Context: an optimization exercise on an open-source flow, tuned for small area. The choices shown serve that exercise and are no tape-out recipe. Power is estimated from default activity; no workload was simulated.

==> run P <==
// tamagotchi
module tamagotchi (
    input clk,
    input reset,
    input b2, b3, b4,
    input light_sensor,
    input sound_sensor,
    input sda_i,
    output scl_o,
    output sda_o,
    output mosi,
    output sclk,
    output ce,
    output dc,
    output lcd_rst,
    output [0:6] sseg,
    output [7:0] an,
    output test_led,
    output buzzer_out
);
==> flow/config.mk <==
export PLATFORM = sky130hd
export DESIGN_NAME = tamagotchi
export DESIGN_NICKNAME = tamagotchi
export VERILOG_FILES = /design/flow/design.v
export SDC_FILE = /design/flow/constraint.sdc
export NUM_CORES = 4
export LEC_CHECK = 0
export ABC_AREA = 1
export CAP_MARGIN = 20
export CORE_MARGIN = 2
export CORE_UTILIZATION = 65
export CTS_CLUSTER_DIAMETER = 100
export CTS_CLUSTER_SIZE = 30
export PLACE_DENSITY = 0.75
export SLEW_MARGIN = 20
==> flow/constraint.sdc <==
create_clock -name core_clock -period 20.0 [get_ports {clk}]
set_input_delay 4.0000 -clock core_clock [delete_from_list [all_inputs] [get_ports {clk}]]
set_output_delay 4.0000 -clock core_clock [all_outputs]
set_load 0.01 [all_outputs]
standard.sh (not shown) runs the stock make flow with config.mk's settings and CLKGATE_MAP_FILE= SYNTH_SCRIPT=/design/flow/synth_recipe.tcl, a recipe that flattens the netlist after the stock synthesis.
==> flow/flow/run.sh <==
#!/bin/bash
set -euo pipefail
W="$(pwd)"
rm -rf "$W/scripts_mod"
cp -r "$FLOW_HOME/scripts" "$W/scripts_mod"
cp "$W/flow/abc_area.script" "$W/scripts_mod/abc_area.script"
bash "$W/standard.sh" SCRIPTS_DIR="$W/scripts_mod" finish > "$W/flow_make.log" 2>&1
==> flow/flow/abc_area.script <==
strash
&get -n
&fraig -x
&put
scorr
dc2
dretime
strash
&get -n
&dch -f
&nf -a -p -R 1000 -C 32 -F 8 -A 6
&put
==> run X (differences from run P) <==
--- a/flow/design.v
+++ b/flow/design.v
@@ -341,30 +341,29 @@
     reg trigger_prev;
     reg active;
     assign buzzer_out = ~active;
     wire start = trigger & ~trigger_prev;
     wire done = (counter == S_END);
     always @(posedge clk or negedge reset) begin
         if (~reset) begin
+            counter <= 0;
             trigger_prev <= 0;
             active <= 0;
         end else begin
             trigger_prev <= trigger;
             if (start)
                 active <= 1;
             else if (done)
                 active <= 0;
+            if (active && !start && !done)
+                counter <= {counter[14:0], ~(counter[15] ^ counter[2])};
+            else
+                counter <= 0;
         end
     end
-    always @(posedge clk) begin
-        if (active && !start && !done)
-            counter <= {counter[14:0], ~(counter[15] ^ counter[2])};
-        else
-            counter <= 0;
-    end
 endmodule
 module debounce #(parameter COUNT_BOT=1500, parameter MOV=0)(
 	input reset,
 	input clk,
 	input boton_in,
 	output reg boton_out
 );
@@ -404,71 +403,26 @@
 			counter <= 0;
 		end else begin
 			counter <= {counter[12:0], ~(counter[13] ^ counter[0] ^ counter[1])};
 		end
 	end
 end endgenerate
 endmodule
-module debounce_b2 (
-	input reset,
-	input clk,
-	input boton_in,
-	input alive,
-	output reg boton_out,
-	output toggle
-);
-localparam [17:0] S_PRESS = 18'h1fd29;   
-localparam [17:0] S_HOLD  = 18'h39923;   
-localparam [4:0] REL = 5'd16;   
-reg [17:0] c;
-reg [4:0] rc;
-wire [17:0] c_next = {c[16:0], ~(c[17] ^ c[0])};
-assign toggle = boton_out & alive & (c == S_HOLD);
-always @(posedge clk) begin
-	if (~reset) begin
-		c <= 0;
-		rc <= 0;
-		boton_out <= ~boton_in;
-	end else if (!boton_out) begin
-		rc <= 0;
-		if (boton_in)
-			c <= 0;
-		else if (c == S_PRESS) begin
-			boton_out <= 1;
-			c <= 0;
-		end else
-			c <= c_next;
-	end else begin
-		if (!alive || c == S_HOLD)
-			c <= 0;
-		else
-			c <= c_next;
-		if (!boton_in)
-			rc <= 0;
-		else if ((rc & REL) == REL) begin
-			boton_out <= 0;
-			c <= 0;
-			rc <= 0;
-		end else
-			rc <= rc + 1;
-	end
-end
-endmodule
 module i2c_master (
     input wire clk,
     input wire reset_n,
     input wire internal_clk,
     input wire [1:0] wr_code,
     output reg rx_pos,
     input wire read_enable,
     input wire write_enable,
-    output wire nack,
-    output wire queued,
-    output wire data_valid,
-    output wire stop,
+    output reg nack,
+    output reg queued,
+    output reg data_valid,
+    output reg stop,
     output reg scl_out,
     input wire sda_in,
     output reg sda_out
 );
     parameter IDLE = 5'b00000,
               START = 5'b00001,
               SEND_BIT = 5'b00010,
@@ -500,117 +454,149 @@
             2'd0: tx_byte = 8'h00;
             2'd1: tx_byte = 8'h6B;
             2'd2: tx_byte = 8'h3B;
             default: tx_byte = {7'h68, rd};
         endcase
     end
     wire tx_bit = tx_byte[~counter[2:0]];
-    assign data_valid = (state == SEND_ACK_HIGH);
-    assign stop = (state == STOP);
-    assign queued = (counter == 4'd0) &&
-                    ((state == RECEIVE_BIT) || (state == SEND_BIT && sel != 2'd3));
-    assign nack = nack_detected &&
-                  ((state == WRITE) || (state == READ) || (state == PREP_STOP));
     always @(posedge clk or negedge reset_n) begin
         if (!reset_n) begin
             sda_in_q <= 1'b1;
             sda_in_qq <= 1'b1;
         end else begin
             sda_in_q <= sda_in;
             sda_in_qq <= sda_in_q;
         end
     end
     always @(posedge clk or negedge reset_n) begin
         if (!reset_n) begin
             state <= IDLE;
             scl_out <= 1'b1;
             sda_out <= 1'b1;
+            nack <= 1'b0;
+            queued <= 1'b0;
+            data_valid <= 1'b0;
             rx_pos <= 1'b0;
             counter <= 4'b0;
             nack_detected <= 1'b0;
             sel <= 2'b0;
+            stop <= 1'b0;
         end else begin
             case (state)
                 IDLE: begin
                     scl_out <= 1'b1;
                     sda_out <= 1'b1;
+                    nack <= 1'b0;
+                    queued <= 1'b0;
+                    data_valid <= 1'b0;
                     rx_pos <= 1'b0;
                     counter <= 4'b0;
+                    stop <= 1'b0;
                     if (internal_clk) begin
                         if (write_enable || read_enable) begin
                             state <= START;
                         end
                     end
                 end
                 START: begin
                     scl_out <= 1'b1;
                     sda_out <= 1'b0;
+                    nack <= 1'b0;
+                    queued <= 1'b0;
+                    stop <= 1'b0;
+                    data_valid <= 1'b0;
                     if (internal_clk) begin
                         scl_out <= 1'b0;
                         counter <= 4'b0000;
                         sel <= 2'd3;
                         rd <= ~write_enable;
                         state <= SEND_BIT;
                     end
                 end
                 SEND_BIT: begin
                     if (internal_clk) begin
                         scl_out <= 1'b0;
                         sda_out <= tx_bit;
                         counter <= counter + 1;
+                        nack <= 1'b0;
+                        queued <= 1'b0;
+                        stop <= 1'b0;
+                        data_valid <= 1'b0;
                         state <= WAIT_SCL_HIGH;
                     end
                 end
                 WAIT_SCL_HIGH: begin
                     if (internal_clk) begin
+                        nack <= 1'b0;
+                        queued <= 1'b0;
+                        data_valid <= 1'b0;
                         scl_out <= 1'b1;
                         state <= WAIT_SCL_LOW;
                     end
                 end
                 WAIT_SCL_LOW: begin
                     if (internal_clk) begin
+                        nack <= 1'b0;
+                        queued <= 1'b0;
+                        stop <= 1'b0;
+                        data_valid <= 1'b0;
                         scl_out <= 1'b0;
                         if (counter[3]) begin
                             state <= CHECK_ACK;
                         end else begin
                             state <= SEND_BIT;
                         end
                     end
                 end
                 CHECK_ACK: begin
                     if (internal_clk) begin
                         sda_out <= 1'b1;
+                        nack <= 1'b0;
+                        queued <= 1'b0;
+                        stop <= 1'b0;
+                        data_valid <= 1'b0;
                         scl_out <= 1'b0;
                         state <= CHECK_ACK_HIGH;
                     end
                 end
                 CHECK_ACK_HIGH: begin
                     if (internal_clk) begin
+                        nack <= 1'b0;
+                        queued <= 1'b0;
+                        stop <= 1'b0;
                         scl_out <= 1'b1;
                         nack_detected <= sda_in_qq;
                         state <= CHECK_ACK_LOW;
                     end
                 end
                 CHECK_ACK_LOW: begin
                     if (internal_clk) begin
+                        nack <= 1'b0;
+                        queued <= 1'b0;
+                        stop <= 1'b0;
+                        data_valid <= 1'b0;
                         scl_out <= 1'b0;
                         state <= rd ? READ : WRITE;
                     end
                 end
                 WRITE: begin
                     if (nack_detected) begin
+                        nack <= 1'b1;
                         scl_out <= 1'b0;
                         if (internal_clk) begin
+                            nack_detected <= 1'b0;
                             sda_out <= 1'b0;
                             state <= PREP_STOP;
                         end
                     end else begin
                         if (write_enable) begin
                             sel <= wr_code;
                             counter <= 4'b0000;
+                            queued <= 1'b1;
+                            data_valid <= 1'b0;
                             state <= SEND_BIT;
                         end else if (read_enable) begin
                             scl_out <= 1'b0;
                             sda_out <= 1'b1;
                             if (internal_clk) begin
                                 state <= RESTART;
                             end
@@ -626,23 +612,26 @@
                 RESTART: begin
                     if (internal_clk) begin
                         state <= IDLE;
                     end
                 end
                 READ: begin
                     if (nack_detected) begin
+                        nack <= 1'b1;
                         scl_out <= 1'b0;
                         if (internal_clk) begin
+                            nack_detected <= 1'b0;
                             sda_out <= 1'b0;
                             state <= PREP_STOP;
                         end
                     end else begin
                         if (read_enable) begin
                             sel <= 2'b01;
                             counter <= 4'b0000;
+                            queued <= 1'b1;
                             state <= RECEIVE_BIT;
                         end else if (write_enable) begin
                             scl_out <= 1'b0;
                             sda_out <= 1'b1;
                             if (internal_clk) begin
                                 state <= IDLE;
                             end
@@ -656,65 +645,90 @@
                     end
                 end
                 RECEIVE_BIT: begin
                     if (internal_clk) begin
                         sda_out <= 1'b1;
                         scl_out <= 1'b0;
                         counter <= counter + 1;
+                        nack <= 1'b0;
+                        queued <= 1'b0;
+                        stop <= 1'b0;
+                        data_valid <= 1'b0;
                         state <= RD_SCL_HIGH;
                     end
                 end
                 RD_SCL_HIGH: begin
                     if (internal_clk) begin
+                        nack <= 1'b0;
+                        queued <= 1'b0;
+                        stop <= 1'b0;
+                        data_valid <= 1'b0;
                         scl_out <= 1'b1;
                         case (counter[3:0])
                             4'd1: if (sda_in_qq) sel[0] <= 1'b0;
                             4'd2: if (!sda_in_qq) sel[0] <= 1'b0;
                             4'd3: if (sda_in_qq) sel[1] <= 1'b1;
                             4'd4: if (!sda_in_qq && !sel[1]) sel[0] <= 1'b0;
                             default: if (sda_in_qq) sel[1] <= 1'b1;
                         endcase
                         state <= RD_SCL_LOW;
                     end
                 end
                 RD_SCL_LOW: begin
                     if (internal_clk) begin
+                        nack <= 1'b0;
+                        queued <= 1'b0;
+                        stop <= 1'b0;
+                        data_valid <= 1'b0;
                         scl_out <= 1'b0;
                         if (counter[3]) begin
                             state <= SEND_ACK;
                         end else begin
                             state <= RECEIVE_BIT;
                         end
                     end
                 end
                 SEND_ACK: begin
                     if (internal_clk) begin
                         sda_out <= (read_enable) ? 1'b0 : 1'b1;
                         rx_pos <= sel[0] & sel[1];
+                        nack <= 1'b0;
+                        queued <= 1'b0;
+                        stop <= 1'b0;
+                        data_valid <= 1'b1;
                         scl_out <= 1'b0;
                         state <= SEND_ACK_HIGH;
                     end
                 end
                 SEND_ACK_HIGH: begin
                     if (internal_clk) begin
+                        nack <= 1'b0;
+                        queued <= 1'b0;
+                        stop <= 1'b0;
+                        data_valid <= 1'b0;
                         scl_out <= 1'b1;
                         state <= SEND_ACK_LOW;
                     end
                 end
                 SEND_ACK_LOW: begin
                     if (internal_clk) begin
+                        nack <= 1'b0;
+                        queued <= 1'b0;
+                        stop <= 1'b0;
+                        data_valid <= 1'b0;
                         scl_out <= 1'b0;
                         state <= READ;
                     end
                 end
                 PREP_STOP: begin
                     if (internal_clk) begin
-                        nack_detected <= 1'b0;
+                        stop <= 1'b1;
                         scl_out <= 1'b1;
                         sda_out <= 1'b0;
+                        nack <= 1'b0;
                         state <= STOP;
                     end
                 end
                 STOP: begin
                     if (internal_clk) begin
                         scl_out <= 1'b1;
                         sda_out <= 1'b1;
@@ -880,17 +894,16 @@
 endmodule
 module mpu6050_interface (
     input wire clk,
     input wire reset_n,
     input wire sda_i,
     output wire sda_o,
     output wire scl_o,
-    output reg movement_deb
+    output wire movement
 );
-    wire movement;
     wire internal_clk;
     wire [1:0] wr_code;
     wire read_enable;
     wire write_enable;
     wire queued;
     wire nack;
     wire stop;
@@ -953,33 +966,14 @@
             counter <= 8'b0;
         end else if (internal_clk) begin
             counter <= 8'b0;
         end else begin
             counter <= {counter[6:0], ~(counter[7] ^ counter[2])};
         end
     end
-    localparam [6:0] P_PRESS = 7'd93;    
-    localparam [7:0] S_PRESS = 8'hbe;     
-    localparam [7:0] S_REL   = 8'h84;     
-    reg [6:0] p;
-    wire hit = movement_deb ? (counter == S_REL)
-                            : (((p & P_PRESS) == P_PRESS) && (counter == S_PRESS));
-    always @(posedge clk) begin
-        if (~reset_n) begin
-            p <= 0;
-            movement_deb <= ~movement;
-        end else if (movement != movement_deb) begin
-            p <= 0;
-        end else if (hit) begin
-            movement_deb <= ~movement_deb;
-            p <= 0;
-        end else if (internal_clk) begin
-            p <= p + 1;
-        end
-    end
     always @(posedge clk or negedge reset_n) begin
         if (!reset_n) begin
             x_pos <= 1'b0;
         end else if (internal_clk && load && address == 4'h0) begin
             x_pos <= data_pos;
         end
     end
@@ -1003,30 +997,31 @@
     output test_led,
     output buzzer_out
 );
     localparam ONE_SECOND = 50_000;
     localparam HOLD_TIME = 5 * ONE_SECOND;
     localparam FACE_TIME = 2 * ONE_SECOND;
     localparam SLEEP = 3'd0, FOOD = 3'd1, BATH = 3'd2, MUSIC = 3'd3, EXERCISE = 3'd4, DEAD = 3'd5;
+    wire movement;
     mpu6050_interface mpu6050 (
         .clk(clk),
         .reset_n(reset),
         .sda_i(sda_i),
         .sda_o(sda_o),
         .scl_o(scl_o),
-        .movement_deb(movement_deb)
+        .movement(movement)
     );
     wire b2_deb, b3_deb, b4_deb, movement_deb;
-    wire b2_toggle;
-    debounce_b2 b2_debounce (.reset(reset), .clk(clk), .boton_in(b2), .alive(current != DEAD), .boton_out(b2_deb), .toggle(b2_toggle));
+    debounce #(1500) b2_debounce (.reset(reset), .clk(clk), .boton_in(b2), .boton_out(b2_deb));
     debounce #(1500) b3_debounce (.reset(reset), .clk(clk), .boton_in(b3), .boton_out(b3_deb));
     debounce #(1500) b4_debounce (.reset(reset), .clk(clk), .boton_in(b4), .boton_out(b4_deb));
+    debounce #(.COUNT_BOT(15000), .MOV(1)) movement_debounce (.reset(reset), .clk(clk), .boton_in(movement), .boton_out(movement_deb));
     reg [2:0] sleep_state, food_state, bath_state, music_state, exercise_state, health_state;
     reg [2:0] current, face;
-    reg [17:0] sleep_hold_timer, music_hold_timer;
+    reg [17:0] test_timer, sleep_hold_timer, music_hold_timer;
     reg [16:0] face_timer;
     reg sleep_hold_active, music_hold_active, sound_detected;
     reg music_past;    
     localparam [17:0] S_HOLD = 18'h39923;   
     localparam [17:0] S_1S   = 18'h1c355;   
     localparam [16:0] S_FACE = 17'h1b2da;   
     localparam [11:0] S_Q    = 12'hbea;     
@@ -1149,15 +1144,14 @@
     wire dB = ev_bath     | (tm & cB);
     wire dM = ev_music    | (tm & cM);
     wire dE = ev_exercise | (tm & cE);
     wire b4go = b4_posedge & alive;
     wire sleep_start = cS & ~sleep_hold_active & b4_posedge & light_sensor;
     wire sleep_end = sleep_hold_active & (sleep_hold_timer == S_HOLD);
     wire music_end = music_hold_active & (music_hold_timer == S_HOLD);
-    wire music_start = cM & ~music_hold_active & b4_posedge;
     wire rF = b4go & cF;
     wire rB = b4go & cB;
     wire rS = sleep_end;
     wire rM = music_end & sound_detected;
     wire rE = cE & movement_posedge;
     wire fullS = (sleep_state == 3'd7), fullF = (food_state == 3'd7), fullB = (bath_state == 3'd7),
          fullM = (music_state == 3'd7), fullE = (exercise_state == 3'd7);
@@ -1185,37 +1179,30 @@
             h_chg = 1; h_up = 0;
         end
     end
     wire okFB = (rF & (~fullF | ~hzero)) | (rB & (~fullB | ~hzero));
     wire okS = rS & (~fullS | ~hzero);
     wire okM = rM & (~fullM | ~hzero);
     wire okE = rE & (~fullE | ~hzero);
-    always @(posedge clk) begin
-        if (sleep_start | sleep_end)
-            sleep_hold_timer <= 0;
-        else if (sleep_hold_active)
-            sleep_hold_timer <= st18(sleep_hold_timer);
-        if (music_start | music_end)
-            music_hold_timer <= 0;
-        else if (music_hold_active)
-            music_hold_timer <= st18(music_hold_timer);
-    end
     always @(posedge clk or negedge reset) begin
         if (~reset) begin
             sleep_state <= 3'd7;
             food_state <= 3'd7;
             bath_state <= 3'd7;
             music_state <= 3'd7;
             exercise_state <= 3'd7;
             health_state <= 3'd7;
             current <= SLEEP;
             face <= 0;
             test_mode <= 0;
+            test_timer <= 0;
             face_timer <= 0;
+            sleep_hold_timer <= 0;
             sleep_hold_active <= 0;
+            music_hold_timer <= 0;
             music_hold_active <= 0;
             sound_detected <= 0;
             music_past <= 0;
             buzzer_trigger <= 0;
         end else begin
             if (rS & ~fullS) sleep_state <= sleep_state + 1;
             else if (dS & ~zS) sleep_state <= sleep_state - 1;
@@ -1225,15 +1212,24 @@
             else if (dB & ~zB) bath_state <= bath_state - 1;
             if (rM & ~fullM) music_state <= music_state + 1;
             else if (dM & ~zM) music_state <= music_state - 1;
             if (rE & ~fullE) exercise_state <= exercise_state + 1;
             else if (dE & ~zE) exercise_state <= exercise_state - 1;
             if (h_chg) health_state <= h_up ? health_state + 1 : health_state - 1;
             buzzer_trigger <= okFB | okS | okM | okE;
-            if (b2_toggle) test_mode <= ~test_mode;
+            if (b2_deb && alive) begin
+                if (test_timer == S_HOLD) begin
+                    test_mode <= ~test_mode;
+                    test_timer <= 0;
+                end else begin
+                    test_timer <= st18(test_timer);
+                end
+            end else begin
+                test_timer <= 0;
+            end
             if (b3_posedge && alive) begin
                 case (current)
                     SLEEP: current <= FOOD;
                     FOOD: current <= BATH;
                     BATH: current <= MUSIC;
                     MUSIC: current <= EXERCISE;
                     default: current <= SLEEP;
@@ -1242,30 +1238,41 @@
             if (okFB) begin
                 face <= (rF ? fullF : fullB) ? 3'd2 : 3'd1;
                 face_timer <= 0;
             end
             if (sleep_start) begin
                 face <= 3;
                 sleep_hold_active <= 1;
+                sleep_hold_timer <= 0;
+            end
+            if (sleep_hold_active) begin
+                if (!sleep_end) begin
+                    sleep_hold_timer <= st18(sleep_hold_timer);
+                end else begin
+                    sleep_hold_active <= 0;
+                    sleep_hold_timer <= 0;
+                end
             end
-            if (sleep_end) sleep_hold_active <= 0;
             if (okS) begin
                 face <= fullS ? 3'd2 : 3'd1;
                 face_timer <= 0;
             end
-            if (music_start) begin
+            if (cM && !music_hold_active && b4_posedge) begin
                 music_hold_active <= 1;
+                music_hold_timer <= 0;
                 sound_detected <= 0;
             end
             if (music_hold_active) begin
                 if (!music_end) begin
+                    music_hold_timer <= st18(music_hold_timer);
                     if (music_hold_timer == S_1S) music_past <= 1;
                     if (music_past && !sound_sensor) sound_detected <= 1;
                 end else begin
                     music_hold_active <= 0;
+                    music_hold_timer <= 0;
                     sound_detected <= 0;
                     music_past <= 0;
                 end
             end
             if (okM) begin
                 face <= fullM ? 3'd2 : 3'd1;
                 face_timer <= 0;
==> flow/run.sh (new file) <==
#!/bin/bash
# synth_recipe.tcl (not shown) runs the flow's synth.tcl, then flattens the netlist and writes it again
# the make line also repeats each setting of config.mk as NAME=value (left out here)
make -C /OpenROAD-flow-scripts/flow DESIGN_CONFIG=/design/flow/config.mk WORK_HOME=/design/flow/orfs CLKGATE_MAP_FILE= SYNTH_SCRIPT=/design/flow/synth_recipe.tcl finish
- ABC_AREA: 1 -> 0
- CTS_CLUSTER_DIAMETER: 100 -> not set
- CTS_CLUSTER_SIZE: 30 -> not set
removed: flow/flow/run.sh
removed: flow/flow/abc_area.script
removed: flow/standard.sh
==> results.txt <==
| item | run X | run P |
|---|---|---|
| Outcome | complete, no violations | complete, no violations |
| Count of clock-net buffers in the final layout | 41 | 20 |
| Initial core utilization | 66.1% | 65.7% |
| Clock group | 550 uW | 306 uW |
| Reg2reg setup slack | 16.11 ns | 15.98 ns |
| Number of nets in the final layout | 1818 | 1668 |
| Number of standard cells after synthesis | 1810 | 1564 |
| Slowest cell on the critical path | sky130_fd_sc_hd__clkdlybuf4s50_1 | sky130_fd_sc_hd__dfrtp_1 |
| Cell leakage power | 7.37 nW | 6.26 nW |
| Multi-input combinational gate total | 1332 | 1233 |
| Fraction of area in multi-input gates | 48.2% | 49.2% |
| Per-cell via count in the routed design | 6.51 | 6.27 |
| Global-route wire length before repair | 63800 um | 53900 um |
| Clk sink count | 294 | 277 |
| Transition time at the pin with the least slew margin | 1.09 ns | 1.03 ns |
| Placed insts | 2065 | 1881 |
| Post-Syn Nets | 1861 | 1616 |
| Sequential cell area | 0.00722 mm^2 | 0.00650 mm^2 |
| Per-cell routed wire length | 18.0 um | 16.5 um |
| Fraction of layout instances using a drive strength above 1 | 8.60% | 3.88% |
| Post-route minimum period | 6.59 ns | 6.54 ns |
| Area share of the leading cell type in the synthesized netlist | 30.8% | 22.8% |
| Metal3 WL | 2330 um | 1690 um |
| CP max FO | 11 | 9 |
| Clock-pin slew on the worst setup and hold paths | 0.06 ns | 0.11 ns |
| Final standard cell count with taps included and fillers excluded | 2121 | 1902 |
| Drt initial violations | 1809 | 888 |
No run of this note included a check of the RTL's function; only the layout flow was run.

port drivers added, routing unchanged:
No port has a modelled driver above. Below, the same layouts with a new extraction and two added sets of constraints. Step 1, drivers: a clkbuf_16 drives clk and a buf_2 each remaining input, both assumed. Step 2 times the ports against the registers' clock, not the clock port: input delays grow and output delays shrink by t, the midpoint of the rising clock arrivals with the driver on. a / b / c = ideal ports / drivers / drivers and shift; a / b = the first two.
run	t (ns)	setup WS [ns]	pins driven straight from the clock port
run P	0.524	13.456 / 13.409 / 13.275	1
run X	0.609	13.406 / 13.358 / 13.890	1
After both steps setup and hold are still met in every run listed. The setup slack of run P, which loses most, moves by -0.047 ns with the drivers and by -0.181 ns with both steps.
